This is an optimization exercise on Yosys and OpenROAD, whose aim is small area, not a production implementation. At most, simulation tests tie the RTL to the original design; equivalence was not proved. No functional check of the RTL was part of runs 1 to 4. No activity file was given, so power comes from the tool's default toggle rates.

[flow/design.v]
package OmpSsManager;
    localparam ENTRY_VALID_OFFSET = 63;
    localparam ENTRY_VALID_BYTE_OFFSET = 56;
    localparam DESTID_L = 40;
    localparam DESTID_H = 47;
    localparam COMPF_L = 32;
    localparam COMPF_H = 39;
    localparam CMD_TYPE_L = 0;
    localparam CMD_TYPE_H = 7;
    localparam NUM_ARGS_OFFSET = 8;
    localparam NUM_DEPS_OFFSET = 16;
    localparam NUM_COPS_OFFSET = 24;
    localparam TASK_SEQ_ID_L = 32;
    localparam TASK_SEQ_ID_H = 63;
    localparam EXEC_TASK_CODE_BYTE = 8'h1;
    localparam EXEC_TASK_CODE = 4'h1;
    localparam SETUP_HW_INST_CODE = 4'h2;
    localparam EXEC_PERI_TASK_CODE = 4'h5;
    localparam CMD_LOCK_CODE = 8'h04;
    localparam CMD_UNLOCK_CODE = 8'h06;
    localparam ARG_FLAG_L = 0;
    localparam ARG_FLAG_H = 7;
    localparam ARG_IDX_L = 32;
    localparam ARG_IDX_H = 35;
    localparam DEFAULT_ARG_FLAGS = 2'b11;
    localparam INSTREAM_COMPONENTS_L = 0;
    localparam INSTREAM_COMPONENTS_H = 31;
    localparam TYPE_B = 32;
    localparam ACK_REJECT_CODE = 8'h00;
    localparam ACK_OK_CODE = 8'h01;
    localparam ACK_FINAL_CODE = 8'h02;
    localparam HWR_CMDOUT_ID_BYTE = 8'h0;
    localparam HWR_CMDOUT_ID = 2'h0;
    localparam HWR_LOCK_ID = 2'h1;
    localparam HWR_NEWTASK_ID = 2'h2;
    localparam HWR_TASKWAIT_ID = 2'h3;
    localparam CMD_NEWTASK_ARCHBITS_FPGA_B = 32;  
    localparam CMD_NEWTASK_ARCHBITS_SMP_B = 33;  
    localparam SCHED_ARCHBITS_BITS = 2;
    localparam CMD_NEWTASK_ARCHBITS_L = 32;  
    localparam CMD_NEWTASK_ARCHBITS_H = 33;  
    localparam SCHED_TASKTYPE_BITS = 32;
    localparam CMD_NEWTASK_TASKTYPE_L = 0;  
    localparam CMD_NEWTASK_TASKTYPE_H = 31;  
    localparam SCHED_INSNUM_BITS = 8;
    localparam SCHED_INSNUM_ANY = 8'hFF;  
    localparam CMD_NEWTASK_INSNUM_L = 40;  
    localparam CMD_NEWTASK_INSNUM_H = 47;  
    localparam LOCK_ID_BITS = 8;
    localparam LOCK_ID_L = 8;
    localparam LOCK_ID_H = 15;
    localparam NDBGREGS = 2;
    typedef struct packed {
        logic [31:0] copy_in_opt;
        logic [31:0] copy_out_opt;
    } DbgRegs_t;
endpackage
module Command_In_copy_opt #(
    parameter SUBQUEUE_BITS = 6
) (
    input  clk,
    input  rstn,
    output logic [SUBQUEUE_BITS-1:0] cmdin_queue_addr,
    output logic cmdin_queue_en,
    output logic cmdin_queue_we,
    output logic [7:0] cmdin_queue_din,
    input  [63:0] cmdin_queue_dout,
    input  nz_args,
    input  start,
    output reg finished,
    input  [SUBQUEUE_BITS-1:0] first_idx,
    input  [SUBQUEUE_BITS-1:0] first_next_idx,
    input  exec_task
);
    typedef enum bit [2:0] {
        IDLE,
        READ_ARG_0,
        READ_ARG_1,
        READ_FLAG_0,
        READ_FLAG_1,
        WRITE_FLAG_0,
        WRITE_FLAG_1
    } State_t;
    State_t state;
    reg [SUBQUEUE_BITS-1:0] idx;
    reg [SUBQUEUE_BITS-1:0] cmd_next_idx;
    reg [63:0] arg;         
    reg [1:0] flag_d;       
    wire [2:0] flag = {arg[7], arg[5], arg[4]};
    wire copyflag_bit = flag[0] & !flag_d[1] & !flag_d[0];
    always_comb begin
        cmdin_queue_en = state != IDLE;
        cmdin_queue_we = state == WRITE_FLAG_0 || state == WRITE_FLAG_1;
        cmdin_queue_addr = (state == READ_ARG_1 || state == READ_FLAG_1 || state == WRITE_FLAG_1) ? cmd_next_idx : idx;
        cmdin_queue_din = arg[7:0];
        if (state == WRITE_FLAG_1) begin
            cmdin_queue_din[7] = !copyflag_bit & flag[0];
            cmdin_queue_din[5] = flag[1];
            cmdin_queue_din[4] = copyflag_bit;
        end else begin
            cmdin_queue_din[5] = flag[1] & !cmdin_queue_dout[5];
        end
    end
    always_ff @(posedge clk) begin
        finished <= 0;
        arg <= cmdin_queue_dout;
        flag_d <= {flag[2], flag[0]};
        case (state)
            IDLE: begin
                idx <= first_idx + (exec_task ? 6'd4 : 6'd5);
                cmd_next_idx <= first_next_idx + (exec_task ? 6'd4 : 6'd5);
                if (start) begin
                    if (nz_args) begin
                        state <= READ_ARG_0;
                    end else begin
                        finished <= 1;
                    end
                end
            end
            READ_ARG_0: begin
                idx <= idx - 1;
                state <= READ_ARG_1;
            end
            READ_ARG_1: begin
                cmd_next_idx <= cmd_next_idx - 1;
                state <= READ_FLAG_0;
            end
            READ_FLAG_0: begin
                if (arg == cmdin_queue_dout) begin
                    state <= READ_FLAG_1;
                end else if (idx + 6'd2 == first_next_idx) begin
                    state <= IDLE;
                    finished <= 1;
                end else begin
                    state <= READ_ARG_0;
                    idx <= idx + 3;
                    cmd_next_idx <= cmd_next_idx + 3;
                end
            end
            READ_FLAG_1: begin
                state <= WRITE_FLAG_0;
            end
            WRITE_FLAG_0: begin
                idx <= idx + 3;
                state <= WRITE_FLAG_1;
            end
            WRITE_FLAG_1: begin
                cmd_next_idx <= cmd_next_idx + 3;
                if (idx - 6'd1 == first_next_idx) begin
                    state <= IDLE;
                    finished <= 1;
                end else begin
                    state <= READ_ARG_0;
                end
            end
            default: begin
            end
        endcase
        if (!rstn) begin
            state <= IDLE;
        end
    end
endmodule
import OmpSsManager::*;
module Command_In #(
    parameter MAX_ACCS = 16,
    parameter ACC_BITS = $clog2(MAX_ACCS),
    parameter SUBQUEUE_BITS = 6
) (
    input clk,
    input rstn,
    output logic [31:0] cmdin_queue_addr,
    output logic cmdin_queue_en,
    output logic [7:0] cmdin_queue_we,
    output logic [63:0] cmdin_queue_din,
    input  [63:0] cmdin_queue_dout,
    output [63:0] outStream_TDATA,
    output outStream_TVALID,
    input  outStream_TREADY,
    output [ACC_BITS-1:0] outStream_TDEST,
    output outStream_TLAST,
    input [ACC_BITS-1:0] acc_avail_wr_address,
    input acc_avail_wr
);
    typedef enum bit [3:0] {
        IDLE,
        GET_QUEUE_IDX,
        ISSUE_CMD_READ,
        CHECK_CMD_QUEUE,
        READ_NEXT_CMD,
        CHECK_NEXT_CMD,
        WAIT_COPY_OPT,
        SEND_CMD,
        CLEAR_HEADER,
        UPDATE_QUEUE_NEMPTY
    } State_t;
    State_t state;
    reg [SUBQUEUE_BITS-1:0] subqueue_idx_cmd_in[MAX_ACCS];
    reg [MAX_ACCS-1:0] acc_avail;
    reg [MAX_ACCS-1:0] front_sent;  
    reg [MAX_ACCS-1:0] copy_optimized;  
    reg acc_avail_reg;
    reg [ACC_BITS-1:0] acc_id;
    reg nz_args;
    reg exec_task;   
    reg setup_cmd;   
    reg [SUBQUEUE_BITS-1:0] first_idx;
    reg [SUBQUEUE_BITS-1:0] first_next_idx;
    reg [SUBQUEUE_BITS-1:0] cmd_in_idx;
    wire front_sent_cur = front_sent[acc_id];
    wire copy_optimized_cur = copy_optimized[acc_id];
    wire [5:0] cmdin_task_num_slots = (cmdin_queue_dout[3:0] == EXEC_TASK_CODE ? 6'd3 : 6'd4) + {1'b0, cmdin_queue_dout[NUM_ARGS_OFFSET+3:NUM_ARGS_OFFSET], 1'b0};
    wire [SUBQUEUE_BITS-1:0] copy_opt_addr;
    wire copy_opt_en;
    wire copy_opt_we;
    wire [7:0] copy_opt_din;
    reg copy_opt_start;
    wire copy_opt_finished;
    Command_In_copy_opt #(
        .SUBQUEUE_BITS(SUBQUEUE_BITS)
    ) copy_opt (
        .clk(clk),
        .rstn(rstn),
        .cmdin_queue_addr(copy_opt_addr),
        .cmdin_queue_en(copy_opt_en),
        .cmdin_queue_we(copy_opt_we),
        .cmdin_queue_din(copy_opt_din),
        .cmdin_queue_dout(cmdin_queue_dout),
        .nz_args(nz_args),
        .start(copy_opt_start),
        .finished(copy_opt_finished),
        .first_idx(first_idx),
        .first_next_idx(first_next_idx),
        .exec_task(exec_task)
    );
    assign outStream_TDEST = acc_id;
    assign outStream_TDATA = cmdin_queue_dout;
    assign outStream_TLAST = setup_cmd ? (cmd_in_idx[0] == first_idx[0]) : (cmd_in_idx == first_next_idx);
    assign outStream_TVALID = state == SEND_CMD;
    wire wait_opt = state == WAIT_COPY_OPT && !copy_opt_finished;
    always_comb begin
        cmdin_queue_addr = 32'd0;
        cmdin_queue_addr[3 + SUBQUEUE_BITS+ACC_BITS-1:3 + SUBQUEUE_BITS] = acc_id;
        cmdin_queue_addr[3 + SUBQUEUE_BITS-1:3] = cmd_in_idx;
        if (state == READ_NEXT_CMD) cmdin_queue_addr[3 + SUBQUEUE_BITS-1:3] = first_next_idx;
        if (state == CLEAR_HEADER) cmdin_queue_addr[3 + SUBQUEUE_BITS-1:3] = first_idx;
        if (wait_opt) cmdin_queue_addr[3 + SUBQUEUE_BITS-1:3] = copy_opt_addr;
        cmdin_queue_en = state == ISSUE_CMD_READ || state == READ_NEXT_CMD || state == CHECK_NEXT_CMD || state == CLEAR_HEADER
                      || (state == SEND_CMD && outStream_TREADY) || (state == WAIT_COPY_OPT && (copy_opt_finished || copy_opt_en));
        cmdin_queue_we = 8'd0;
        cmdin_queue_we[7] = (state == SEND_CMD && !outStream_TLAST) || state == CLEAR_HEADER;
        cmdin_queue_we[0] = wait_opt && copy_opt_we;
        cmdin_queue_din = {56'd0, copy_opt_din};
    end
    wire [SUBQUEUE_BITS-1:0] subq_wdata = cmd_in_idx & {SUBQUEUE_BITS{rstn}};
    always_ff @(posedge clk) begin
        for (int i = 0; i < MAX_ACCS; i = i+1) begin
            if (!rstn || (state == CLEAR_HEADER && acc_id == i)) begin
                subqueue_idx_cmd_in[i] <= subq_wdata;
            end
        end
    end
    wire front_sent_wdata = rstn && state == UPDATE_QUEUE_NEMPTY;
    wire copy_optimized_wdata = rstn && state == WAIT_COPY_OPT;
    always_ff @(posedge clk) begin
        for (int i = 0; i < MAX_ACCS; i = i+1) begin
            if (!rstn || ((state == UPDATE_QUEUE_NEMPTY || state == CLEAR_HEADER) && acc_id == i)) begin
                front_sent[i] <= front_sent_wdata;
            end
            if (!rstn || ((state == WAIT_COPY_OPT || state == CLEAR_HEADER) && acc_id == i)) begin
                copy_optimized[i] <= copy_optimized_wdata;
            end
        end
    end
    wire next_valid_task = cmdin_queue_dout[ENTRY_VALID_OFFSET] && cmdin_queue_dout[0];
    always_ff @(posedge clk) begin
        copy_opt_start <= 0;
        case (state)
            IDLE: begin
                acc_id <= acc_id + 1'b1;
                state <= GET_QUEUE_IDX;
            end
            GET_QUEUE_IDX: begin
                acc_avail_reg <= acc_avail[acc_id];
                cmd_in_idx <= subqueue_idx_cmd_in[acc_id];
                if (!acc_avail[acc_id] && (!front_sent_cur || copy_optimized_cur)) begin
                    state <= IDLE;
                end else begin
                    state <= ISSUE_CMD_READ;
                end
            end
            ISSUE_CMD_READ: begin
                state <= CHECK_CMD_QUEUE;
            end
            CHECK_CMD_QUEUE: begin
                setup_cmd <= cmdin_queue_dout[3:0] == SETUP_HW_INST_CODE;
                exec_task <= cmdin_queue_dout[3:0] == EXEC_TASK_CODE;
                nz_args <= cmdin_queue_dout[NUM_ARGS_OFFSET+3:NUM_ARGS_OFFSET] != 0;
                first_idx <= cmd_in_idx;
                first_next_idx <= cmd_in_idx + cmdin_task_num_slots;
                if (cmdin_queue_dout[ENTRY_VALID_OFFSET]) begin
                    state <= READ_NEXT_CMD;
                end else begin
                    state <= IDLE;
                end
            end
            READ_NEXT_CMD: begin
                if (front_sent_cur) begin
                    cmd_in_idx <= first_next_idx;
                end
                state <= CHECK_NEXT_CMD;
            end
            CHECK_NEXT_CMD, WAIT_COPY_OPT: begin
                if (state == CHECK_NEXT_CMD && !copy_optimized_cur && !setup_cmd && next_valid_task) begin
                    copy_opt_start <= 1;
                    state <= WAIT_COPY_OPT;
                end else if (state == CHECK_NEXT_CMD || copy_opt_finished) begin
                    if (!front_sent_cur) begin
                        cmd_in_idx <= cmd_in_idx + 1'b1;
                        state <= SEND_CMD;
                    end else if (acc_avail_reg) begin
                        state <= CLEAR_HEADER;
                    end else begin
                        state <= IDLE;
                    end
                end
            end
            SEND_CMD: begin
                if (outStream_TREADY) begin
                    if (outStream_TLAST) begin
                        if (setup_cmd) begin
                            state <= CLEAR_HEADER;
                        end else begin
                            state <= UPDATE_QUEUE_NEMPTY;
                        end
                    end else begin
                        cmd_in_idx <= cmd_in_idx + 1'b1;
                    end
                end
            end
            CLEAR_HEADER: begin
                state <= IDLE;
            end
            UPDATE_QUEUE_NEMPTY: begin
                acc_avail[acc_id] <= 0;
                state <= IDLE;
            end
            default: begin
            end
        endcase
        if (acc_avail_wr) begin
            acc_avail[acc_avail_wr_address] <= 1;
        end
        if (!rstn) begin
            state <= IDLE;
            acc_avail <= {MAX_ACCS{1'b1}};
            acc_id <= {ACC_BITS{1'b1}};
        end
    end
endmodule
import OmpSsManager::*;
module Command_Out #(
    parameter MAX_ACCS = 16,
    parameter ACC_BITS = $clog2(MAX_ACCS),
    parameter SUBQUEUE_BITS = 6
) (
    input clk,
    input rstn,
    output [31:0] cmdout_queue_addr,
    output cmdout_queue_en,
    output [7:0] cmdout_queue_we,
    output [63:0] cmdout_queue_din,
    input  [63:0] cmdout_queue_dout,
    input  [63:0] inStream_TDATA,
    input  inStream_TVALID,
    output inStream_TREADY,
    input  [ACC_BITS-1:0] inStream_TID,
    output reg [ACC_BITS-1:0] acc_id,
    output reg acc_avail_wr
);
    reg r_READ_HEADER;
    reg r_READ_TID;
    reg r_READ_PTID;
    reg r_CMD_OUT_WAIT;
    reg r_WRITE_TID;
    reg r_WRITE_HEADER;
    reg [SUBQUEUE_BITS-2:0] wIdx_mem[MAX_ACCS];
    wire [SUBQUEUE_BITS-2:0] wIdx = wIdx_mem[acc_id];
    reg [62:0] task_id;  
    assign cmdout_queue_addr[31:3 + SUBQUEUE_BITS+ACC_BITS] = 0;
    assign cmdout_queue_addr[3 + SUBQUEUE_BITS+ACC_BITS-1:3 + SUBQUEUE_BITS] = acc_id;
    assign cmdout_queue_addr[3 + SUBQUEUE_BITS-1:4] = wIdx;
    assign cmdout_queue_addr[3] = r_WRITE_TID;
    assign cmdout_queue_addr[2:0] = 0;
    assign cmdout_queue_en = r_READ_PTID | r_CMD_OUT_WAIT | r_WRITE_TID | r_WRITE_HEADER;
    assign cmdout_queue_we = {8{r_WRITE_TID | r_WRITE_HEADER}};
    assign cmdout_queue_din[63] = r_WRITE_HEADER;
    assign cmdout_queue_din[62:56] = r_WRITE_HEADER ? 7'd0 : task_id[62:56];
    assign cmdout_queue_din[55:8] = task_id[55:8];
    assign cmdout_queue_din[7:0] = r_WRITE_HEADER ? 8'h03 : task_id[7:0];
    assign inStream_TREADY = r_READ_HEADER | r_READ_TID | r_READ_PTID;
    wire [SUBQUEUE_BITS-2:0] wIdx_wdata = (wIdx + 1'b1) & {(SUBQUEUE_BITS-1){rstn}};
    always_ff @(posedge clk) begin
        for (int i = 0; i < MAX_ACCS; i = i+1) begin
            if (!rstn || (r_WRITE_HEADER && acc_id == i)) begin
                wIdx_mem[i] <= wIdx_wdata;
            end
        end
    end
    always_ff @(posedge clk) begin
        acc_avail_wr <= r_READ_HEADER & inStream_TVALID;
        if (r_READ_HEADER) begin
            acc_id <= inStream_TID;
            r_READ_TID <= inStream_TVALID;
            r_READ_HEADER <= !inStream_TVALID;
        end
        if (r_READ_TID) begin
            task_id <= inStream_TDATA[62:0];
            r_READ_PTID <= inStream_TVALID;
            r_READ_TID <= !inStream_TVALID;
        end
        if (r_READ_PTID) begin
            if (inStream_TVALID) begin
                r_CMD_OUT_WAIT <= 1;
                r_READ_PTID <= 0;
            end
        end
        r_WRITE_TID <= 0;
        if (r_CMD_OUT_WAIT) begin
            if (!cmdout_queue_dout[ENTRY_VALID_OFFSET]) begin
                r_WRITE_TID <= 1;
                r_CMD_OUT_WAIT <= 0;
            end
        end
        r_WRITE_HEADER <= r_WRITE_TID;
        if (r_WRITE_HEADER) begin
            r_READ_HEADER <= 1;
        end
        if (!rstn) begin
            r_READ_HEADER <= 1;
            r_READ_TID <= 0;
            r_READ_PTID <= 0;
            r_CMD_OUT_WAIT <= 0;
            r_WRITE_TID <= 0;
            r_WRITE_HEADER <= 0;
        end
    end
endmodule
module PicosOmpSsManager #(
    parameter MAX_ACCS = 16,
    parameter MAX_ACC_CREATORS = 16,
    parameter MAX_ACC_TYPES = 16,
    parameter CMDIN_SUBQUEUE_LEN = 64,
    parameter CMDOUT_SUBQUEUE_LEN = 64,
    parameter SPAWNIN_QUEUE_LEN = 1024,
    parameter SPAWNOUT_QUEUE_LEN = 1024,
    parameter LOCK_SUPPORT = 0,
    parameter ENABLE_SPAWN_QUEUES = 0,
    parameter AXILITE_INTF = 0,
    parameter ENABLE_TASK_CREATION = 0,
    parameter DBG_AVAIL_COUNT_EN = 0,
    parameter DBG_AVAIL_COUNT_W = 1,
    parameter [MAX_ACC_TYPES*8-1:0]  SCHED_COUNT = 0,
    parameter [MAX_ACC_TYPES*8-1:0]  SCHED_ACCID = 0,
    parameter [MAX_ACC_TYPES*32-1:0] SCHED_TTYPE = 0,
    parameter MAX_ARGS_PER_TASK = 15,
    parameter MAX_DEPS_PER_TASK = 8,
    parameter MAX_COPS_PER_TASK = 15,
    localparam ACC_BITS = $clog2(MAX_ACCS)
) (
    input  clk,
    input  rstn,
    input  cmdout_in_tvalid,
    output cmdout_in_tready,
    input  [ACC_BITS-1:0] cmdout_in_tid,
    input  [63:0] cmdout_in_tdata,
    output cmdin_out_tvalid,
    input  cmdin_out_tready,
    output [ACC_BITS-1:0] cmdin_out_tdest,
    output [63:0] cmdin_out_tdata,
    output cmdin_out_tlast,
    output cmdin_queue_en,
    output [7:0] cmdin_queue_we,
    output [31:0] cmdin_queue_addr,
    output [63:0] cmdin_queue_din,
    input  [63:0] cmdin_queue_dout,
    output cmdout_queue_en,
    output [7:0] cmdout_queue_we,
    output [31:0] cmdout_queue_addr,
    output [63:0] cmdout_queue_din,
    input  [63:0] cmdout_queue_dout
);
    localparam CMDIN_SUBQUEUE_BITS = $clog2(CMDIN_SUBQUEUE_LEN);
    localparam CMDOUT_SUBQUEUE_BITS = $clog2(CMDOUT_SUBQUEUE_LEN);
    wire Command_Out_acc_avail_wr;
    wire [ACC_BITS-1:0] Command_Out_acc_id;
    Command_In #(
        .MAX_ACCS(MAX_ACCS),
        .SUBQUEUE_BITS(CMDIN_SUBQUEUE_BITS)
    ) Command_In_I (
        .clk(clk),
        .rstn(rstn),
        .cmdin_queue_addr(cmdin_queue_addr),
        .cmdin_queue_en(cmdin_queue_en),
        .cmdin_queue_we(cmdin_queue_we),
        .cmdin_queue_din(cmdin_queue_din),
        .cmdin_queue_dout(cmdin_queue_dout),
        .outStream_TDATA(cmdin_out_tdata),
        .outStream_TVALID(cmdin_out_tvalid),
        .outStream_TREADY(cmdin_out_tready),
        .outStream_TDEST(cmdin_out_tdest),
        .outStream_TLAST(cmdin_out_tlast),
        .acc_avail_wr_address(Command_Out_acc_id),
        .acc_avail_wr(Command_Out_acc_avail_wr)
    );
    Command_Out #(
        .MAX_ACCS(MAX_ACCS),
        .SUBQUEUE_BITS(CMDOUT_SUBQUEUE_BITS)
    ) Command_Out_I (
        .clk(clk),
        .rstn(rstn),
        .cmdout_queue_addr(cmdout_queue_addr),
        .cmdout_queue_en(cmdout_queue_en),
        .cmdout_queue_we(cmdout_queue_we),
        .cmdout_queue_din(cmdout_queue_din),
        .cmdout_queue_dout(cmdout_queue_dout),
        .inStream_TDATA(cmdout_in_tdata),
        .inStream_TVALID(cmdout_in_tvalid),
        .inStream_TREADY(cmdout_in_tready),
        .inStream_TID(cmdout_in_tid),
        .acc_id(Command_Out_acc_id),
        .acc_avail_wr(Command_Out_acc_avail_wr)
    );
endmodule
[flow/flow/run.sh]
#!/bin/bash
# Standard ORFS layout, with the port buffers made of the smallest buffer cell.
set -euo pipefail
export BUFFER_PORTS_ARGS="-buffer_cell sky130_fd_sc_hd__buf_1"
bash standard.sh "BUFFER_PORTS_ARGS=$BUFFER_PORTS_ARGS" finish > standard.log 2>&1
[flow/standard.sh]
#!/bin/bash
# synth_recipe.tcl (not shown) runs the flow's synth.tcl, then flattens the netlist and writes it again
# the make line also repeats each setting of config.mk as NAME=value (left out here)
make -C /OpenROAD-flow-scripts/flow DESIGN_CONFIG=/design/flow/config.mk WORK_HOME=/design/flow/orfs CLKGATE_MAP_FILE= SYNTH_SCRIPT=/design/flow/synth_recipe.tcl "${@:-finish}"
[flow/config.mk]
export PLATFORM = sky130hd
export DESIGN_NAME = PicosOmpSsManager
export DESIGN_NICKNAME = PicosOmpSsManager
export VERILOG_FILES = /design/flow/design.v
export SDC_FILE = /design/flow/constraint.sdc
export NUM_CORES = 4
export LEC_CHECK = 0
export CAP_MARGIN = 20
export CORE_MARGIN = 2
export CORE_UTILIZATION = 40
export PLACE_DENSITY = 0.6
export SLEW_MARGIN = 20
[flow/constraint.sdc]
create_clock -name core_clock -period 6.0 [get_ports {clk}]
set_input_delay 1.2000 -clock core_clock [delete_from_list [all_inputs] [get_ports {clk}]]
set_output_delay 1.2000 -clock core_clock [all_outputs]
set_load 0.01 [all_outputs]
==> impl_metrics.ini, run 1 <==
[cells_and_area]
antenna_cells = 0
seqCellArea_um2 = 11300
drive_gt1_share_pct = 7.40
largest_reg_flops = 96
multi_input_area_um2 = 6350
synthToLayoutAreaGrowth_pct = 9.93
n_fill_cell = 4405
reg_top3 = Command_In_I.subqueue_idx_cmd_in x96, Command_Out_I.wIdx_mem x80, Command_In_I.copy_opt.arg x64
regMostFlops = Command_In_I.subqueue_idx_cmd_in
final_nets = 2036

[synth]
async_reset_ff_share_pct = 0
ys_warn_count = 5
synth_edf_count = 309
synth-seq-cells = 411
avgSynthCellArea_um2 = 12.0
ys.flop_type = edfxtp_1
synth_area_um2 = 19500
synth_cell_types = 71
yosysSeqAreaShare_pct = 57.9
synthCells = 1631

[worst_setup_path]
r2r_end = Command_Out_I.wIdx_mem[5][4]
reg2reg_slack_ns = 2.18
cp-start-kind = flop
rr_worst_depth = 8
crit_path_end_kind = output pin
arrival_ns = 3.31
crit_type = reg -> out
worstPathRequired_ns = 4.80
reg2reg_from = Command_Out_I.acc_id[0]
crit_fanout = 15

[power]
finalPower_w = 0.00746
vdd_drop_max_uv = 248
power_density_nw_per_um2 = 347
power_leakage_nw = 7.80

[floorplan]
fp-row-count = 80
io_pins = 481
coreArea_um2 = 47900
die_h_um = 225
start_util_pct = 40.8
die_w_um = 225
die_area_um2 = 50600

[grt]
grt_max_degree = 68
grt_pass1_wl_um = 71800
antenna_found_initial = 0
grt_use_total_pct = 18.3
gr-total-overflow = 0
grt_pass1_vias = 12500

[cts]
ctsRootBufferMaster = clkbuf_16
cts.sinks = 411
clkTransAtPathRegs_ns = 0.06
ctsResizeCount = 0
tritoncts = built
cts-buffers-inserted = 45
clockBufferDepth = 3
cts.htree.levels = 2
postCtsHoldBufs = 0
post_cts.repair.setup_buffers = 0
clk_latency_ns = 0.58

[outcome]
outcome = no timing/DRC/antenna violations

[sta]
min_period_ns = 4.51
fin_crit_sh_pct = 75.1
finalHoldViolCount = 0
tns_ns = 0
rsz0062_at_grt = false
max_freq_mhz = 222
finalMaxSlewViolations = 0
slew_headroom_pct = 33.0
setup_viol = 0
finClkSkew_ns = 0.0197
tightest_slew_ns = 1.01

[place]
io_buffer_count = 310
globalplace.congestion = 0.888
dp_hpwl_um = 32900

[hold_path]
min_to = Command_In_I.copy_opt.flag_d[1]
hold_depth = 0
hp-class = reg -> reg
worst_hold_startpoint = Command_In_I.copy_opt.arg[7]

[drt]
first_pass_iters = 5
first_iter_violations = 936
drc_errors = 0
wirelength_um = 46800
avgViaCountPerCell = 5.21
ant_nets = 0
num_vias = 12800
wl_per_cell_um = 19.1

[run]
drv_cap = 0
## kinds of logic after synthesis
group / share of synthesized area (%)
xor+xnor: 4.26
mux: 3.81
flops: 57.9
compound gates: 11.6
simple gates: 8.27
buf+inv: 11.7
other cells: 0.0192
fa+ha+maj: 2.42
## critical path, cell delays in order (launching register included)
cell,delay [ns]
dfxtp_1,0.67
nand2b_1,0.33
or2_2,0.46
nor2_1,0.58
a21oi_1,0.10
a211oi_1,0.35
a21oi_1,0.09
buf_1,0.15
## placed cells by master (no fill, tap or decap), drive strengths merged, types with 13 or more instances in the layout
master	Yosys	final
a211oi	15	15
a31oi	16	16
buf	253	329
ha	33	33
nor2	59	59
edfxtp	309	309
nand2b	16	16
and2	29	29
nand2	98	98
inv	55	59
xnor2	47	47
o21ai	107	107
mux4	15	15
conb	1	106
mux2i	26	26
nand3	19	19
dfxtp	102	102
a22oi	39	39
nor2b	32	32
clkbuf	60	71
a21oi	61	61
a222oi	13	13
xor2	48	48
## metal layers
layer  up-vias  share of wire, %  track usage, %
met5         -                 0               0
met2       535                47            29.6
met1      6196                43            24.8
li1       5955                 -               -
met3        84               6.8            3.08
met4         0               2.7            6.52
## Yosys cell counts (all sizes together) (5+ instances only)
| master | number | area (um^2) |
|---|---|---|
| nand3 | 19 | 95.1 |
| xnor2 | 47 | 412 |
| mux2 | 12 | 135 |
| and2 | 29 | 181 |
| o211ai | 12 | 90.1 |
| o22ai | 10 | 62.6 |
| nor2 | 59 | 221 |
| nor4 | 11 | 68.8 |
| nand2 | 98 | 368 |
| mux2i | 26 | 260 |
| inv | 55 | 206 |
| edfxtp | 309 | 9280 |
| a21o | 9 | 67.6 |
| a211oi | 15 | 113 |
| nand4 | 12 | 75.1 |
| and3 | 6 | 37.5 |
| or4 | 7 | 52.6 |
| nand2b | 16 | 100 |
| a222oi | 13 | 130 |
| xor2 | 48 | 420 |
| nor4b | 5 | 43.8 |
| clkbuf | 60 | 225 |
| a2111oi | 7 | 80.1 |
| dfxtp | 102 | 2040 |
| ha | 33 | 413 |
| a22o | 8 | 70.1 |
| a221oi | 10 | 87.6 |
| or2 | 7 | 43.8 |
| nor3 | 11 | 55.1 |
| nor2b | 32 | 200 |
| a21oi | 61 | 305 |
| a22oi | 39 | 293 |
| buf | 253 | 1850 |
| a31oi | 16 | 100 |
| mux4 | 15 | 349 |
| o21ai | 107 | 536 |
| a211o | 6 | 52.6 |
## worst max path at each step
| stage | startpoint | to | slack, ns | cells past startpoint |
|---|---|---|---|---|
| 4_1_cts | Command_Out_I.acc_id[1] | cmdout_queue_addr[6] | 1.46 | 8 |
| 3_3_place_gp | cmdin_queue_dout[0] | Command_In_I.first_next_idx[5] | 1.80 | 10 |
| 6_report | Command_In_I.state[3] | cmdin_queue_addr[7] | 1.49 | 7 |
| 2_1_floorplan | cmdin_queue_dout[1] | Command_In_I.first_next_idx[5] | 2.41 | 9 |
| 3_5_place_dp | Command_Out_I.acc_id[1] | Command_Out_I.wIdx_mem[4][4] | 1.70 | 9 |
| 5_1_grt | Command_In_I.state[3] | cmdin_queue_addr[7] | 1.23 | 7 |
## metrics by stage
step                      hold slack [ns]  utilization (%)  std cells  cell area [um^2]  setup WS, ns
after global routing                0.403             44.8       2452             21500          1.23
after detailed placement            0.377             41.6       2368             20000          1.70
final                               0.389             44.8       2452             21500          1.49
after CTS                           0.390             44.8       2452             21500          1.46
after floorplan                     0.364                -       1736             19900          2.41
after global placement              0.375             41.6       2368             19900          1.80
## area by class of cell
type                    count  area share [%]
clock inverters            14           0.722
flip-flops and latches    411            52.7
repair buffers            330            6.12
multi-input cells         956            29.6
inverters                  56           0.979
well taps                 615            3.58
clock buffers              70            6.31
## power breakdown
part,switching [W],internal (W)
logic,0.000774,0.000417
clock network,0.00113,0.00165
registers,0.000121,0.00337
total,0.00202,0.00544
==> run 2: changes to the inputs <==
--- a/flow/config.mk
+++ b/flow/config.mk
@@ -10,2 +10,3 @@
 export CORE_UTILIZATION = 40
+export CTS_BUF_LIST = sky130_fd_sc_hd__clkbuf_8
 export PLACE_DENSITY = 0.6
==> run 2 against run 1 <==
Combinational power about the same. Maximum frequency decreased by 4.0%. Wire length is 1.0% higher. Flip-flop and latch count unchanged. Total power is 4.1% lower. Non-clock buffer count unchanged. First-iteration DRC count fell by 2.6%. Area after synthesis is the same.
==> impl_metrics.ini, run 2 <==
[worst_setup_path]
crit_fanout = 13
reg2reg_slack_ns = 2.10
arrival_ns = 3.50
slowest_stage = edfxtp_1
slowest_delay_ns = 0.56
crit_type = reg -> out
rr_worst_depth = 9
worstPathRequired_ns = 4.80
r2r_end = Command_Out_I.wIdx_mem[10][4]
cp_cell_sequence = inv_1 -> ha_1 -> buf_4 -> a222oi_1 -> mux2i_1 -> a211oi_1 -> o21ai_1 -> buf_1
crit_path_end_kind = output pin
reg2reg_from = Command_Out_I.acc_id[1]
cp-start-kind = flop

[place]
io_buffer_count = 310
dp_hpwl_um = 32900
globalplace.congestion = 0.888

[cells_and_area]
final_nets = 2062
seqCellArea_um2 = 11300
largest_reg_flops = 96
multi_input_area_um2 = 6350
final_util_pct = 44.6
regMostFlops = Command_In_I.subqueue_idx_cmd_in
n_fill_cell = 4460
synthToLayoutAreaGrowth_pct = 9.34
final_cell_mix = edfxtp_1 (309), buf_1 (309), conb_1 (106), o21ai_0 (104), dfxtp_1 (100)
drive_gt1_share_pct = 8.50
antenna_cells = 0
reg_top3 = Command_In_I.subqueue_idx_cmd_in x96, Command_Out_I.wIdx_mem x80, Command_In_I.copy_opt.arg x64

[synth]
synth_largest_area_cell = edfxtp_1
yosys.area.top_type_share_pct = 47.5
async_reset_ff_share_pct = 0
netlist_top_cells_area = edfxtp_1 (47%), dfxtp_1 (10%), buf_4 (9.1%)
synth_edf_count = 309
avgSynthCellArea_um2 = 12.0
synth_area_um2 = 19500
synthCells = 1631
yosysSeqAreaShare_pct = 57.9
ys_warn_count = 5
synth_cell_types = 71
synth_commonest_cells = edfxtp_1 (309), buf_4 (237), o21ai_0 (104), dfxtp_1 (102), nand2_1 (98)
synth.most_common_cell = edfxtp_1
ys.flop_type = edfxtp_1
synth-seq-cells = 411

[floorplan]
io_pins = 481
fp-row-count = 80
coreArea_um2 = 47900
start_util_pct = 40.8
die_w_um = 225
die_h_um = 225
die_area_um2 = 50600

[sta]
min_period_ns = 4.70
slew_headroom_pct = 28.4
finalMaxSlewViolations = 0
finalHoldViolCount = 0
tightest_slew_ns = 1.06
finClkSkew_ns = 0.0297
setup_viol = 0
tns_ns = 0
max_freq_mhz = 213
fin_crit_sh_pct = 78.3
rsz0062_at_grt = false

[drt]
wirelength_um = 47300
ant_nets = 0
drc_errors = 0
first_iter_violations = 912
wl_per_cell_um = 18.9
avgViaCountPerCell = 5.18
first_pass_iters = 6
num_vias = 12900

[cts]
tritoncts = built
postCtsHoldBufs = 0
clockBufferDepth = 3
cts.sinks = 411
cts.htree.levels = 3
clkTransAtPathRegs_ns = 0.06
ctsResizeCount = 0
clk_latency_ns = 0.64
ctsRootBufferMaster = clkbuf_8
post_cts.repair.setup_buffers = 0
cts-buffers-inserted = 71

[grt]
grt_use_total_pct = 18.5
grt_max_degree = 68
gr-total-overflow = 0
antenna_found_initial = 0
grt_pass1_vias = 12800
grt_pass1_wl_um = 72500

[hold_path]
min_to = Command_In_I.copy_opt.flag_d[1]
hp-class = reg -> reg
hold_depth = 0
worst_hold_startpoint = Command_In_I.copy_opt.arg[7]

[power]
vdd_drop_max_uv = 196
power_leakage_nw = 7.85
power_density_nw_per_um2 = 335

[outcome]
outcome = no timing/DRC/antenna violations

[run]
drv_cap = 0
==> run 2: final cells by class <==
type | count | share of cell area, %
inverter | 56 | 0.984
multi-input combinational | 956 | 29.7
sequential | 411 | 53.0
timing repair buffer | 330 | 6.16
clock inverter | 49 | 1.32
tap | 615 | 3.60
clock buffer | 81 | 5.22
==> run 2: report_power, final <==
group | switching (W) | leakage, nW | internal (W) | total, W
logic | 0.000772 | 3.14 | 0.000417 | 0.00119
registers | 0.000121 | 3.91 | 0.00337 | 0.00350
clock network | 0.00115 | 0.803 | 0.00133 | 0.00248
==> run 2: layer usage <==
metal / GRT usage, % / wire length (um) / up-vias
li1: - / - / 6014
met5: 0 / 0 / -
met1: 24.6 / 20300 / 6269
met3: 4.11 / 3320 / 90
met4: 6.81 / 1270 / 0
met2: 29.8 / 22400 / 573
==> run 2: cells by family (layout without fill, tap and decap cells) <==
family	count (synthesis)	count (layout)	synth area share, %
flip-flops	411	411	57.9
XOR/XNOR	95	95	4.26
AND/OR/NAND/NOR	322	322	8.27
AO/OA/AOI/OAI	344	344	11.6
adder cells (fa/ha/maj)	36	36	2.42
buffers and inverters	369	516	11.7
multiplexers	53	53	3.81
other	1	106	0.0192
==> run 2: stage by stage <==
step	hold WS (ns)	instance area [um^2]	std cells	total power (W)	setup WS [ns]
global route	0.399	21400	2498	0.00750	1.15
floorplan	0.364	19900	1736	0.00442	2.41
CTS	0.390	21400	2498	0.00723	1.36
global placement	0.375	19900	2368	0.00472	1.80
finish	0.389	21400	2498	0.00716	1.30
detailed placement	0.377	20000	2368	0.00474	1.70
==> run 2: worst max-delay path, delay by kind of cell, from the launching register on <==
family | cells | cell delay, ns
fa+ha+maj | 1 | 0.40
flops | 1 | 0.56
buf+inv | 3 | 0.61
compound gates | 3 | 1.13
mux | 1 | 0.14
==> run 2: how the worst max path moves through the flow <==
stage,end,slack (ns),startpoint,cells after the start
finish,cmdout_queue_addr[6],1.30,Command_Out_I.acc_id[1],8
global route,cmdin_queue_addr[7],1.15,Command_In_I.state[3],7
CTS,cmdout_queue_addr[6],1.36,Command_Out_I.acc_id[1],8
detailed placement,Command_Out_I.wIdx_mem[4][4],1.70,Command_Out_I.acc_id[1],9
global placement,Command_In_I.first_next_idx[5],1.80,cmdin_queue_dout[0],10
floorplan,Command_In_I.first_next_idx[5],2.41,cmdin_queue_dout[1],9
==> run 3: changes to the inputs <==
--- a/flow/config.mk
+++ b/flow/config.mk
@@ -10,3 +10,5 @@
 export CORE_UTILIZATION = 40
-export CTS_BUF_LIST = sky130_fd_sc_hd__clkbuf_8
+export CTS_BUF_LIST = sky130_fd_sc_hd__clkbuf_4
+export CTS_CLUSTER_DIAMETER = 50
+export CTS_CLUSTER_SIZE = 8
 export PLACE_DENSITY = 0.6
==> run 3 against run 2 <==
Die area did not move. Register-to-register slack about the same. Cell count decreased by 0.72%. Total power fell by 10%. Sequential share of layout area up 1.5 points. Worst setup slack got worse by 0.15 ns. Global-route usage fell by 0.24 points. Combinational power about the same. Critical path depth did not move. Largest power group unchanged.
==> impl_metrics.ini, run 3 <==
[cells_and_area]
regMostFlops = Command_In_I.subqueue_idx_cmd_in
drive_gt1_share_pct = 9.17
reg_top3 = Command_In_I.subqueue_idx_cmd_in x96, Command_Out_I.wIdx_mem x80, Command_In_I.copy_opt.arg x64
final_nets = 2051
synthToLayoutAreaGrowth_pct = 6.39
largest_reg_flops = 96
final_cell_mix = edfxtp_1 (309), buf_1 (309), conb_1 (106), o21ai_0 (104)
n_fill_cell = 4540

[power]
finalPower_w = 0.00644
power_density_nw_per_um2 = 310
vdd_drop_max_uv = 187
power_leakage_nw = 7.53

[synth]
synth_area_um2 = 19500
synth-seq-cells = 411
ys.flop_type = edfxtp_1
ys_warn_count = 5
async_reset_ff_share_pct = 0
synth.most_common_cell = edfxtp_1
yosys.area.top_type_share_pct = 47.5
synth_edf_count = 309
synthCells = 1631
synth_cell_types = 71
synth_commonest_cells = edfxtp_1 (309), buf_4 (237), o21ai_0 (104), dfxtp_1 (102), nand2_1 (98)
synth_largest_area_cell = edfxtp_1
yosysSeqAreaShare_pct = 57.9
netlist_top_cells_area = edfxtp_1 (47%), dfxtp_1 (10%), buf_4 (9.1%)
avgSynthCellArea_um2 = 12.0

[worst_setup_path]
crit_family = compound AO/OA/AOI/OAI gates
cp_cell_sequence = inv_1 -> ha_1 -> buf_4 -> a222oi_1 -> mux2i_1 -> a211oi_1 -> o21ai_1 -> buf_1
critPathBufInv = 3
arrival_ns = 3.65
crit_path_end_kind = output pin
crit_type = reg -> out
reg2reg_slack_ns = 2.10
cp-start-kind = flop
r2r_end = Command_Out_I.wIdx_mem[4][4]
worstPathRequired_ns = 4.80
slowest_stage = edfxtp_1
crit_fanout = 13
rr_worst_depth = 8
reg2reg_from = Command_Out_I.acc_id[0]
slowest_delay_ns = 0.54

[floorplan]
fp-row-count = 80
io_pins = 481
die_w_um = 225
start_util_pct = 40.8
die_h_um = 225
die_area_um2 = 50600
coreArea_um2 = 47900

[hold_path]
hold_depth = 0
worst_hold_startpoint = Command_In_I.copy_opt.arg[4]
hp-class = reg -> reg
min_to = Command_In_I.copy_opt.flag_d[0]

[sta]
finalHoldViolCount = 0
finalMaxSlewViolations = 0
finClkSkew_ns = 0.0803
setup_viol = 0
fin_crit_sh_pct = 80.8
tns_ns = 0
min_period_ns = 4.85
max_freq_mhz = 206
slew_headroom_pct = 32.2
rsz0062_at_grt = false
timing.hold.ws_ns = 0.399
tightest_slew_ns = 1.01

[drt]
wirelength_um = 47000
first_pass_iters = 7
avgViaCountPerCell = 5.18
ant_nets = 0
wl_per_cell_um = 19.0
drc_errors = 0
num_vias = 12800
first_iter_violations = 971

[outcome]
outcome = no timing/DRC/antenna violations

[cts]
clockBufferDepth = 3
tritoncts = built
ctsResizeCount = 0
cts.htree.levels = 2
post_cts.repair.setup_buffers = 0
cts-buffers-inserted = 60
cts.sinks = 411
ctsRootBufferMaster = clkbuf_4
postCtsHoldBufs = 0
clk_latency_ns = 0.87
clkTransAtPathRegs_ns = 0.09

[grt]
grt_pass1_vias = 12600
grt_pass1_wl_um = 72000
grt_use_total_pct = 18.3
antenna_found_initial = 1
grt_max_degree = 68
gr-total-overflow = 0

[place]
io_buffer_count = 310
globalplace.congestion = 0.888
dp_hpwl_um = 32900

[run]
drv_cap = 0
[run 3: cell types whose count changed in the layout (fill, tap and decap cells not counted), sizes merged]
cell | previous run | this run
inv | 82 | 56
diode | 0 | 1
clkbuf | 82 | 101
bufinv | 2 | 0
clkinv | 18 | 8
[run 3: power breakdown]
| part | internal, W | switching (W) | leakage, nW |
|---|---|---|---|
| Combinational | 0.000417 | 0.000770 | 3.14 |
| Sequential | 0.00337 | 0.000121 | 3.91 |
| Clock | 0.000755 | 0.00101 | 0.483 |
| Total | 0.00454 | 0.00190 | 7.53 |
[run 3: cell families (layout without fill, tap and decap cells)]
| family | after synthesis | in the layout | share of synthesized area, % |
|---|---|---|---|
| adder cells (fa/ha/maj) | 36 | 36 | 2.42 |
| AO/OA/AOI/OAI | 344 | 344 | 11.6 |
| other | 1 | 107 | 0.0192 |
| XOR/XNOR | 95 | 95 | 4.26 |
| buffers and inverters | 369 | 497 | 11.7 |
| flip-flops | 411 | 411 | 57.9 |
| multiplexers | 53 | 53 | 3.81 |
| AND/OR/NAND/NOR | 322 | 322 | 8.27 |
[run 3: worst max-delay path by stage]
stage,start,cells after the start,slack (ns),to
after floorplan,cmdin_queue_dout[1],9,2.41,Command_In_I.first_next_idx[5]
after global placement,cmdin_queue_dout[0],10,1.80,Command_In_I.first_next_idx[5]
after detailed placement,Command_Out_I.acc_id[1],9,1.70,Command_Out_I.wIdx_mem[4][4]
after CTS,Command_Out_I.acc_id[1],8,1.12,cmdout_queue_addr[6]
after global routing,Command_In_I.state[2],7,0.96,cmdin_queue_addr[7]
final,Command_Out_I.acc_id[1],8,1.15,cmdout_queue_addr[6]
[run 3: metal layers]
layer / global-route usage [%] / share of wire [%]
met2: 29.7 / 47
met4: 6.41 / 2.6
met3: 3.32 / 7.4
met5: 0 / 0
met1: 24.6 / 43
[run 3: area by class of cell]
type / instances / area (um^2) / share of cell area (%)
sequential: 411 / 11300 / 54.5
clock buffer: 100 / 751 / 3.61
inverter: 56 / 210 / 1.01
clock inverter: 11 / 66.3 / 0.319
tap: 615 / 769 / 3.70
antenna: 1 / 2.50 / 0.0120
timing repair buffer: 330 / 1320 / 6.33
multi-input combinational: 956 / 6350 / 30.5
[run 3: worst register-to-register path: stages, from the launching register on]
cell      delay, ns
edfxtp_1       0.52
inv_1          0.18
ha_1           0.78
a222oi_1       0.22
mux4_2         0.51
a21oi_1        0.35
ha_1           0.28
nand4_1        0.11
a21oi_2        0.63
[run 3: stage by stage]
stage               setup slack (ns)  cells  utilization (%)  instance area, um^2
floorplan                       2.41   1736                -                19900
global placement                1.80   2368             41.6                19900
detailed placement              1.70   2368             41.6                20000
CTS                             1.12   2479             43.3                20800
global route                   0.959   2480             43.4                20800
finish                          1.15   2480             43.4                20800
==> run 4: changes to the inputs <==
--- a/flow/config.mk
+++ b/flow/config.mk
@@ -9,7 +9,7 @@
 export CORE_MARGIN = 2
-export CORE_UTILIZATION = 40
+export CORE_UTILIZATION = 60
 export CTS_BUF_LIST = sky130_fd_sc_hd__clkbuf_4
 export CTS_CLUSTER_DIAMETER = 50
-export CTS_CLUSTER_SIZE = 8
-export PLACE_DENSITY = 0.6
+export CTS_CLUSTER_SIZE = 10
+export PLACE_DENSITY = 0.75
 export SLEW_MARGIN = 20
==> run 4 against run 3 <==
Still clean. Sequential power hardly changed. Combinational power hardly changed. Clock power is 9% lower. Register-to-register slack worse by 0.12 ns. Critical path type unchanged. Critical endpoint is now cmdout_queue_addr[7]. Largest cell class unchanged.
==> impl_metrics.ini, run 4 <==
[synth]
ys.flop_type = edfxtp_1
synthCells = 1631
synth.most_common_cell = edfxtp_1
synth_area_um2 = 19500
ys_warn_count = 5
synth-seq-cells = 411
yosysSeqAreaShare_pct = 57.9
yosys.area.top_type_share_pct = 47.5
synth_largest_area_cell = edfxtp_1
avgSynthCellArea_um2 = 12.0
async_reset_ff_share_pct = 0
netlist_top_cells_area = edfxtp_1 (47%), dfxtp_1 (10%), buf_4 (9.1%)
synth_edf_count = 309
synth_cell_types = 71
synth_commonest_cells = edfxtp_1 (309), buf_4 (237), o21ai_0 (104), dfxtp_1 (102), nand2_1 (98)

[sta]
finalMaxSlewViolations = 0
finalHoldViolCount = 0
max_freq_mhz = 207
rsz0062_at_grt = false
tns_ns = 0
finalWorstSetupSlack_ns = 1.16
fin_crit_sh_pct = 80.6
finClkSkew_ns = 0.0487
tightest_slew_ns = 0.987
min_period_ns = 4.84
slew_headroom_pct = 33.6
setup_viol = 0

[worst_setup_path]
arrival_ns = 3.64
crit_fanout = 22
worstSetupStartpoint = Command_Out_I.acc_id[0]
critPathBufInv = 2
crit_path_end_kind = output pin
worstPathRequired_ns = 4.80
cp-start-kind = flop
crit_family = compound AO/OA/AOI/OAI gates
slowest_stage = ha_1
cp_cell_sequence = inv_1 -> ha_1 -> a222oi_1 -> a311oi_1 -> nor2_1 -> a31oi_1 -> buf_1
slowest_delay_ns = 0.82
crit_type = reg -> out
reg2reg_from = Command_Out_I.acc_id[0]

[cts]
ctsRootBufferMaster = clkbuf_4
clk_latency_ns = 0.72
clockBufferDepth = 3
ctsResizeCount = 0
clkTransAtPathRegs_ns = 0.11
postCtsHoldBufs = 0
post_cts.repair.setup_buffers = 0
tritoncts = built
cts-buffers-inserted = 48
cts.htree.levels = 2
cts.sinks = 411

[cells_and_area]
largest_reg_flops = 96
drive_gt1_share_pct = 8.00
n_fill_cell = 2505
final_nets = 2035
final_cell_mix = edfxtp_1 (309), buf_1 (309), conb_1 (106), o21ai_0 (104), dfxtp_1 (100)
regMostFlops = Command_In_I.subqueue_idx_cmd_in
synthToLayoutAreaGrowth_pct = 4.50
reg_top3 = Command_In_I.subqueue_idx_cmd_in x96, Command_Out_I.wIdx_mem x80, Command_In_I.copy_opt.arg x64

[drt]
ant_nets = 0
first_pass_iters = 7
wirelength_um = 46700
first_iter_violations = 1310
num_vias = 13000
wl_per_cell_um = 20.5
drc_errors = 0
avgViaCountPerCell = 5.71

[place]
globalplace.congestion = 0.892
dp_slack_ns = 1.61
io_buffer_count = 310
dp_hpwl_um = 33700

[floorplan]
die_h_um = 184
die_w_um = 184
fp-row-count = 66
start_util_pct = 60.5
io_pins = 481
die_area_um2 = 34000
coreArea_um2 = 32300

[power]
power_leakage_nw = 7.45
vdd_drop_max_uv = 205
power_density_nw_per_um2 = 308

[grt]
grt_max_degree = 84
gr-total-overflow = 0
grt_pass1_vias = 12100
grt_use_total_pct = 27.3
antenna_found_initial = 2
grt_pass1_wl_um = 70200

[run]
drv_cap = 0

[hold_path]
worst_hold_startpoint = Command_In_I.copy_opt.arg[7]
hp-class = reg -> reg

[outcome]
outcome = no timing/DRC/antenna violations
-- run 4: cell count changes in the layout (fill, tap and decap cells not counted), sizes merged --
cell | previous run | this run
clkinv | 8 | 5
clkbuf | 101 | 82
bufinv | 0 | 2
clkinvlp | 3 | 0
buf | 329 | 325
-- run 4: area by class of cell --
type	instances	area (um^2)	share of cell area, %
Multi-Input combinational cell	956	6350	31.1
Antenna cell	1	2.50	0.0123
Clock buffer	81	608	2.98
Timing Repair Buffer	326	1280	6.29
Inverter	56	210	1.03
Tap cell	442	553	2.71
Clock inverter	7	86.3	0.423
Sequential cell	411	11300	55.5
-- run 4: kinds of logic after synthesis --
| kind of cell | synth area share [%] |
|---|---|
| compound gates | 11.6 |
| xor+xnor | 4.26 |
| fa+ha+maj | 2.42 |
| buf+inv | 11.7 |
| flops | 57.9 |
| mux | 3.81 |
| other cells | 0.0192 |
| simple gates | 8.27 |
-- run 4: path summary, 6_finish.rpt --
path	endpoint	slack, ns	depth (start not counted)
worst max-delay path	cmdout_queue_addr[7]	1.16	7
worst min-delay path	Command_In_I.copy_opt.flag_d[1]	0.39	0
worst max register to register	Command_Out_I.wIdx_mem[6][4]	1.98	8
worst min register to register	Command_In_I.copy_opt.flag_d[1]	0.39	0
-- run 4: report_power, final --
| part | internal, W | leakage, nW | switching, W | total (W) |
|---|---|---|---|---|
| clock | 0.000696 | 0.419 | 0.000910 | 0.00161 |
| sequential | 0.00337 | 3.91 | 0.000123 | 0.00349 |
| combinational | 0.000412 | 3.12 | 0.000776 | 0.00119 |
| total | 0.00448 | 7.45 | 0.00181 | 0.00628 |
-- run 4: worst reg2reg max path, stage by stage (launching register included) --
cell and delay, ns:
edfxtp_1 0.55, inv_1 0.19, ha_1 0.82, a222oi_1 0.35, mux4_2 0.52, a21oi_1 0.30
ha_1 0.27, nand4_1 0.12, a21oi_2 0.62
-- run 4: routing by layer --
layer  vias to the layer above  global-route usage [%]  wire length, um
met5                         -                       0               13
met4                         2                    7.62             1170
met3                        87                    5.93             4260
met2                       694                    45.4            22700
met1                      6282                    36.2            18600
li1                       5949                       -                -
-- run 4: per-stage QoR --
stage	hold slack, ns	cell area (um^2)	instances	total power, W	util (%)
2_1_floorplan	0.364	19900	1736	0.00442	-
3_3_place_gp	0.372	19700	2191	0.00469	61.0
3_5_place_dp	0.377	19700	2191	0.00473	61.0
4_1_cts	0.392	20400	2279	0.00630	63.2
5_1_grt	0.399	20400	2280	0.00656	63.2
6_report	0.390	20400	2280	0.00628	63.2
==> run 5: changes to the inputs <==
--- a/flow/design.v
+++ b/flow/design.v
@@ -254,22 +254,2 @@
     end
-    wire [SUBQUEUE_BITS-1:0] subq_wdata = cmd_in_idx & {SUBQUEUE_BITS{rstn}};
-    always_ff @(posedge clk) begin
-        for (int i = 0; i < MAX_ACCS; i = i+1) begin
-            if (!rstn || (state == CLEAR_HEADER && acc_id == i)) begin
-                subqueue_idx_cmd_in[i] <= subq_wdata;
-            end
-        end
-    end
-    wire front_sent_wdata = rstn && state == UPDATE_QUEUE_NEMPTY;
-    wire copy_optimized_wdata = rstn && state == WAIT_COPY_OPT;
-    always_ff @(posedge clk) begin
-        for (int i = 0; i < MAX_ACCS; i = i+1) begin
-            if (!rstn || ((state == UPDATE_QUEUE_NEMPTY || state == CLEAR_HEADER) && acc_id == i)) begin
-                front_sent[i] <= front_sent_wdata;
-            end
-            if (!rstn || ((state == WAIT_COPY_OPT || state == CLEAR_HEADER) && acc_id == i)) begin
-                copy_optimized[i] <= copy_optimized_wdata;
-            end
-        end
-    end
     wire next_valid_task = cmdin_queue_dout[ENTRY_VALID_OFFSET] && cmdin_queue_dout[0];
@@ -313,2 +293,5 @@
             CHECK_NEXT_CMD, WAIT_COPY_OPT: begin
+                if (state == WAIT_COPY_OPT) begin
+                    copy_optimized[acc_id] <= 1'b1;
+                end
                 if (state == CHECK_NEXT_CMD && !copy_optimized_cur && !setup_cmd && next_valid_task) begin
@@ -341,2 +324,5 @@
             CLEAR_HEADER: begin
+                copy_optimized[acc_id] <= 1'b0;
+                front_sent[acc_id] <= 1'b0;
+                subqueue_idx_cmd_in[acc_id] <= cmd_in_idx;
                 state <= IDLE;
@@ -344,2 +330,3 @@
             UPDATE_QUEUE_NEMPTY: begin
+                front_sent[acc_id] <= 1'b1;
                 acc_avail[acc_id] <= 0;
@@ -354,4 +341,9 @@
         if (!rstn) begin
+            for (int i = 0; i < MAX_ACCS; i = i+1) begin
+                subqueue_idx_cmd_in[i] <= 0;
+            end
             state <= IDLE;
             acc_avail <= {MAX_ACCS{1'b1}};
+            front_sent <= {MAX_ACCS{1'b0}};
+            copy_optimized <= {MAX_ACCS{1'b0}};
             acc_id <= {ACC_BITS{1'b1}};
@@ -401,10 +393,2 @@
     assign inStream_TREADY = r_READ_HEADER | r_READ_TID | r_READ_PTID;
-    wire [SUBQUEUE_BITS-2:0] wIdx_wdata = (wIdx + 1'b1) & {(SUBQUEUE_BITS-1){rstn}};
-    always_ff @(posedge clk) begin
-        for (int i = 0; i < MAX_ACCS; i = i+1) begin
-            if (!rstn || (r_WRITE_HEADER && acc_id == i)) begin
-                wIdx_mem[i] <= wIdx_wdata;
-            end
-        end
-    end
     always_ff @(posedge clk) begin
@@ -437,4 +421,8 @@
             r_READ_HEADER <= 1;
+            wIdx_mem[acc_id] <= wIdx + 1'b1;
         end
         if (!rstn) begin
+            for (int i = 0; i < MAX_ACCS; i = i+1) begin
+                wIdx_mem[i] <= 0;
+            end
             r_READ_HEADER <= 1;
==> flow/run.sh (new file) <==
#!/bin/bash
# synth_recipe.tcl (not shown) runs the flow's synth.tcl, then flattens the netlist and writes it again
# the make line also repeats each setting of config.mk as NAME=value (left out here)
make -C /OpenROAD-flow-scripts/flow DESIGN_CONFIG=/design/flow/config.mk WORK_HOME=/design/flow/orfs CLKGATE_MAP_FILE= SYNTH_SCRIPT=/design/flow/synth_recipe.tcl finish
--- a/flow/config.mk
+++ b/flow/config.mk
@@ -9,7 +9,4 @@
 export CORE_MARGIN = 2
-export CORE_UTILIZATION = 60
-export CTS_BUF_LIST = sky130_fd_sc_hd__clkbuf_4
-export CTS_CLUSTER_DIAMETER = 50
-export CTS_CLUSTER_SIZE = 10
-export PLACE_DENSITY = 0.75
+export CORE_UTILIZATION = 40
+export PLACE_DENSITY = 0.6
 export SLEW_MARGIN = 20
removed: flow/flow/run.sh
removed: flow/standard.sh
==> run 5 against run 4 <==
Largest cell class unchanged. Critical endpoint is now cmdin_queue_we[7]. Flip-flop and latch count rose by 8. Combinational power fell by 8%. Design area rose by 17%.
==> impl_metrics.ini, run 5 <==
[outcome]
outcome = no timing/DRC/antenna violations

[sta]
setup_viol = 0
finClkSkew_ns = 0.0350
finalMaxSlewViolations = 0
fin_crit_sh_pct = 79.7
finalHoldViolCount = 0
tns_ns = 0
rsz0062_at_grt = false
timing.hold.ws_ns = 0.366
max_freq_mhz = 209
min_period_ns = 4.78
slew_headroom_pct = 24.0
tightest_slew_ns = 1.13

[cells_and_area]
antenna_cells = 0
reg_top3 = Command_In_I.subqueue_idx_cmd_in x96, Command_Out_I.wIdx_mem x80, Command_In_I.copy_opt.arg x64
largest_reg_flops = 96
n_fill_cell = 4592
regMostFlops = Command_In_I.subqueue_idx_cmd_in
final_nets = 2333
final_common_cell = dfxtp_1
final_cell_mix = dfxtp_1 (316), clkdlybuf4s50_1 (309), nor2_1 (230), a21oi_1 (124), mux2i_1 (113)
synthToLayoutAreaGrowth_pct = 18.4
drive_gt1_share_pct = 8.20

[worst_setup_path]
critPathBufInv = 1
slowest_delay_ns = 1.00
arrival_ns = 3.58
crit_path_end_kind = output pin
crit_family = compound AO/OA/AOI/OAI gates
cp-start-kind = flop
crit_type = reg -> out
worstPathRequired_ns = 4.80
crit_fanout = 22
slowest_stage = edfxtp_1
cp_cell_sequence = xnor2_1 -> nand4_1 -> o41ai_1 -> o21ai_0 -> clkdlybuf4s50_1

[floorplan]
fp-row-count = 82
start_util_pct = 40.4
die_w_um = 229
io_pins = 481
die_h_um = 229
coreArea_um2 = 50000
die_area_um2 = 52200

[grt]
grt_pass1_wl_um = 77500
gr-total-overflow = 0
grt_max_degree = 97
grt_pass1_vias = 13900
grt_use_total_pct = 18.4
antenna_found_initial = 0

[power]
power_leakage_nw = 9.40
power_density_nw_per_um2 = 292
vdd_drop_max_uv = 235

[cts]
cts.htree.levels = 2
clkTransAtPathRegs_ns = 0.06
post_cts.repair.setup_buffers = 0
ctsResizeCount = 0
postCtsHoldBufs = 0
clk_latency_ns = 0.59
tritoncts = built
cts.sinks = 419
cts-buffers-inserted = 46
clockBufferDepth = 3
ctsRootBufferMaster = clkbuf_16

[drt]
ant_nets = 0
first_pass_iters = 6
wl_per_cell_um = 17.5
num_vias = 14200
wirelength_um = 49200
avgViaCountPerCell = 5.05
drc_errors = 0
first_iter_violations = 1033

[place]
globalplace.congestion = 0.845
io_buffer_count = 310
dp_hpwl_um = 34600

[run]
drv_cap = 0

[synth]
yosys.area.top_type_share_pct = 31.6
ys.flop_type = dfxtp_1
synth_cell_types = 71
synth-seq-cells = 419
synth.most_common_cell = dfxtp_1
synth_area_um2 = 20200
synth_largest_area_cell = dfxtp_1
synth_edf_count = 101
synthCells = 1955
netlist_top_cells_area = dfxtp_1 (32%), edfxtp_1 (15%), buf_4 (8.8%)
synth_commonest_cells = dfxtp_1 (318), buf_4 (236), nor2_1 (231), a21oi_1 (124), mux2i_1 (113)
yosysSeqAreaShare_pct = 46.6
ys_warn_count = 3
avgSynthCellArea_um2 = 10.3
async_reset_ff_share_pct = 0

[hold_path]
hp-class = reg -> reg
run 5: cell count changes after synthesis, sizes merged, moves of 38 or more:
| cell | before | now |
|---|---|---|
| mux4 | 15 | 65 |
| mux2i | 26 | 113 |
| a22oi | 39 | 1 |
| edfxtp | 309 | 101 |
| dfxtp | 102 | 318 |
| a21oi | 61 | 124 |
| nor2 | 59 | 231 |
run 5: worst paths after layout:
check / startpoint / cells past startpoint / to / slack (ns)
max: Command_In_I.cmd_in_idx[1] / 5 / cmdin_queue_we[7] / 1.22
min reg2reg: Command_In_I.copy_opt.arg[7] / 0 / Command_In_I.copy_opt.flag_d[1] / 0.37
max reg2reg: Command_In_I.acc_id[0] / 6 / Command_In_I.cmd_in_idx[0] / 2.40
min: Command_In_I.copy_opt.arg[7] / 0 / Command_In_I.copy_opt.flag_d[1] / 0.37
run 5: worst reg2reg max path, stage by stage (launching register included):
cell	delay, ns
dfxtp_1	0.43
buf_4	0.39
mux4_2	0.58
mux4_2	0.57
xnor2_1	0.16
o21ai_0	0.09
a211oi_1	0.94
run 5: through the flow:
| stage | power [W] | cells | utilization, % | setup slack [ns] | cell area (um^2) |
|---|---|---|---|---|---|
| CTS | 0.00707 | 2807 | 47.8 | 1.22 | 23900 |
| detailed placement | 0.00431 | 2721 | 44.9 | 1.48 | 22400 |
| global route | 0.00728 | 2807 | 47.8 | 0.926 | 23900 |
| global placement | 0.00429 | 2721 | 44.9 | 1.47 | 22400 |
| floorplan | 0.00397 | 2060 | - | 2.43 | 20600 |
| finish | 0.00699 | 2807 | 47.8 | 1.22 | 23900 |
run 5: report_power, final:
group          internal (W)  switching [W]  leakage, nW  total [W]
Sequential          0.00301       0.000150         3.54    0.00316
Clock               0.00159        0.00115        0.724    0.00274
Combinational      0.000495       0.000592         5.14    0.00109
Total               0.00510        0.00189         9.40    0.00699
run 5: cells by family after synthesis:
| kind of cell | synth area share (%) |
|---|---|
| adder cells (fa/ha/maj) | 2.34 |
| multiplexers | 13.5 |
| buffers and inverters | 12.1 |
| XOR/XNOR | 4.47 |
| other | 0.0186 |
| flip-flops | 46.6 |
| AND/OR/NAND/NOR | 10.9 |
| AO/OA/AOI/OAI | 10.1 |
run 5: layout make-up:
type	count	area, um^2	area share (%)
clock buffer	69	1340	5.61
clock inverter	17	124	0.518
inverter	57	216	0.906
multi-input combinational	1247	8750	36.6
sequential	419	9400	39.3
tap	672	841	3.52
timing repair buffer	326	3220	13.5
run 5: routing by layer:
layer	global-route usage [%]	routed length (um)	share of wire [%]
met3	3.82	3330	6.8
met2	30.5	23800	48
met5	0	0	0
met1	24.2	21100	43
met4	5.54	974	2.0
==> run 6: changes to the inputs <==
--- a/flow/config.mk
+++ b/flow/config.mk
@@ -9,4 +9,4 @@
 export CORE_MARGIN = 2
-export CORE_UTILIZATION = 40
-export PLACE_DENSITY = 0.6
+export CORE_UTILIZATION = 65
+export PLACE_DENSITY = 0.75
 export SLEW_MARGIN = 20
==> run 6 against run 5 <==
Register-to-register slack worse by 0.08 ns. Area after synthesis unchanged. Design area down 1.3%. Clock power about the same. Maximum frequency up 2.6%. Largest power group unchanged. Clock skew down 0.013 ns. Non-clock buffer count up 2. Wire length up 0.34%. Critical path depth up 2. Combinational power about the same. Via count up 1.8%.
==> impl_metrics.ini, run 6 <==
[outcome]
outcome = no timing/DRC/antenna violations

[cts]
clkTransAtPathRegs_ns = 0.06
tritoncts = built
post_cts.repair.setup_buffers = 0
ctsRootBufferMaster = clkbuf_16
clockBufferDepth = 3
cts.htree.levels = 2
postCtsHoldBufs = 0
cts-buffers-inserted = 44
ctsResizeCount = 0
clk_latency_ns = 0.55
cts.sinks = 419

[hold_path]
hold_depth = 0
hp-class = reg -> reg
worst_hold_startpoint = Command_In_I.copy_opt.arg[7]

[cells_and_area]
final_common_cell = dfxtp_1
largest_reg_flops = 96
reg_top3 = Command_In_I.subqueue_idx_cmd_in x96, Command_Out_I.wIdx_mem x80, Command_In_I.copy_opt.arg x64
antenna_cells = 0
design_area_um2 = 23600
final_cell_mix = dfxtp_1 (316), clkdlybuf4s50_1 (309), nor2_1 (230), a21oi_1 (124), mux2i_1 (113)
drive_gt1_share_pct = 8.77
synthToLayoutAreaGrowth_pct = 16.9
final_nets = 2333
regMostFlops = Command_In_I.subqueue_idx_cmd_in

[drt]
wirelength_um = 49400
avgViaCountPerCell = 5.70
wl_per_cell_um = 19.5
num_vias = 14400
ant_nets = 0
first_pass_iters = 8
first_iter_violations = 1123
drc_errors = 0

[synth]
ys.flop_type = dfxtp_1
synth.mux.area_fraction_pct = 13.5
synth_cell_types = 71
netlist_top_cells_area = dfxtp_1 (32%), edfxtp_1 (15%), buf_4 (8.8%)
synth_area_um2 = 20200
synth_compound_gate_area_share_pct = 10.1
synth_commonest_cells = dfxtp_1 (318), buf_4 (236), nor2_1 (231), a21oi_1 (124), mux2i_1 (113)
async_reset_ff_share_pct = 0
synthAdderAreaFrac_pct = 2.34
synthCells = 1955
ys_warn_count = 3
synth_largest_area_cell = dfxtp_1
synth.most_common_cell = dfxtp_1
synthXorXnorAreaFrac_pct = 4.47
synth-seq-cells = 419
yosys.area_share.simple_pct = 10.9
yosys.area.top_type_share_pct = 31.6
yosysSeqAreaShare_pct = 46.6
synth_edf_count = 101
avgSynthCellArea_um2 = 10.3
synth_top_family_by_area = multiplexers

[grt]
antenna_found_initial = 0
top_usage_layer = met2
met2_usage_pct = 49.5
grt_pass1_vias = 14200
grt_pass1_wl_um = 76700
use_met3_pct = 7.01
grt_max_degree = 75
grtUsageMet1_pct = 38.0
gr-total-overflow = 0
grt_use_total_pct = 29.3

[sta]
fin_crit_sh_pct = 77.7
finalMaxSlewViolations = 0
finClkSkew_ns = 0.0225
rsz0062_at_grt = false
tns_ns = 0
setup_viol = 0
tightest_slew_ns = 1.14
min_period_ns = 4.66
max_freq_mhz = 215
slew_headroom_pct = 23.6
finalHoldViolCount = 0

[power]
internal-power_w = 0.00511
finalPower_w = 0.00701
power_frac_comb_pct = 15.7
vdd_drop_max_uv = 371
swShare_pct = 27.1
clkPwrFrac_pct = 39.1
power_leakage_nw = 9.43
power_density_nw_per_um2 = 297
switchingPower_w = 0.00190
seq_power_share_pct = 45.2

[worst_setup_path]
worstPathRequired_ns = 4.80
cp-start-kind = flop
crit_fanout = 17
crit_type = reg -> out
crit_path_end_kind = output pin
arrival_ns = 3.46
worstSetupStartpoint = Command_In_I.state[2]
reg2reg_from = Command_In_I.acc_id[0]
rr_worst_depth = 5

[place]
place_area_um2 = 22100
dp_hpwl_um = 35000
io_buffer_count = 310
globalplace.congestion = 0.864

[floorplan]
io_pins = 481
fp-row-count = 64
die_w_um = 180
die_area_um2 = 32500
start_util_pct = 66.0
coreArea_um2 = 30600
die_h_um = 180

[run]
drv_cap = 0
==> run 6: cell count changes in the layout (fill, tap and decap cells not counted), sizes merged <==
cell	delta
clkinv	+1
bufinv	+1
clkinvlp	+2
clkbuf	-10
inv	+1
buf	+2
==> run 6: routing by layer <==
| layer | share of wire (%) | vias to the layer above |
|---|---|---|
| met5 | 0 | - |
| met4 | 2.2 | 0 |
| met3 | 8.0 | 85 |
| met2 | 49 | 604 |
| met1 | 41 | 6932 |
| li1 | - | 6801 |
==> run 6: worst max-delay path: stages (launching register included) <==
cell and delay [ns]:
dfxtp_1 0.57, nand2b_1 0.49, nor3_2 0.66, mux2i_1 0.26, nor2_1 0.06, a211oi_1 0.31
a21oi_1 0.08, clkdlybuf4s50_1 0.49
==> run 6: worst paths after layout <==
| kind | slack [ns] | endpoint |
|---|---|---|
| max | 1.34 | cmdin_queue_addr[3] |
| min | 0.38 | Command_In_I.copy_opt.flag_d[1] |
| max reg2reg | 2.32 | Command_In_I.cmd_in_idx[3] |
| min reg2reg | 0.38 | Command_In_I.copy_opt.flag_d[1] |
==> run 6: final cells by class <==
class / instances / area [um^2]
Clock inverter: 22 / 205
Clock buffer: 59 / 1280
Sequential cell: 419 / 9400
Timing Repair Buffer: 328 / 3230
Fill cell: 2084 / 7010
Multi-Input combinational cell: 1247 / 8750
Inverter: 57 / 216
Tap cell: 396 / 495
==> run 6: stage by stage <==
stage	instances	util, %	hold slack [ns]	setup slack (ns)
after global routing	2528	77.1	0.403	1.15
final	2528	77.1	0.381	1.34
after floorplan	2060	-	0.351	2.43
after global placement	2447	72.2	0.361	1.51
after CTS	2528	77.1	0.385	1.06
after detailed placement	2447	72.2	0.363	1.36
==> run 6: logic make-up after synthesis <==
kind of cell	count (synthesis)
simple gates	484
flops	419
buf+inv	394
compound gates	336
mux	186
xor+xnor	99
fa+ha+maj	36
other cells	1
==> run 6: power groups by stage <==
stage	Clock, W	Sequential [W]	Combinational [W]
final	0.00274	0.00317	0.00110
after global placement	0	0.00323	0.00106
after CTS	0.00277	0.00317	0.00109
after detailed placement	0	0.00323	0.00108
after floorplan	0	0.00314	0.000831
after global routing	0.00289	0.00319	0.00118

Re-timed with assumed drivers on the ports (clkbuf_16 on the clock, buf_2 on other inputs), run 6 has 1.287 ns of setup slack against 1.340 ns with ideal ports, and 1.311 ns once port delays also move by the mid clock arrival of 0.595 ns.
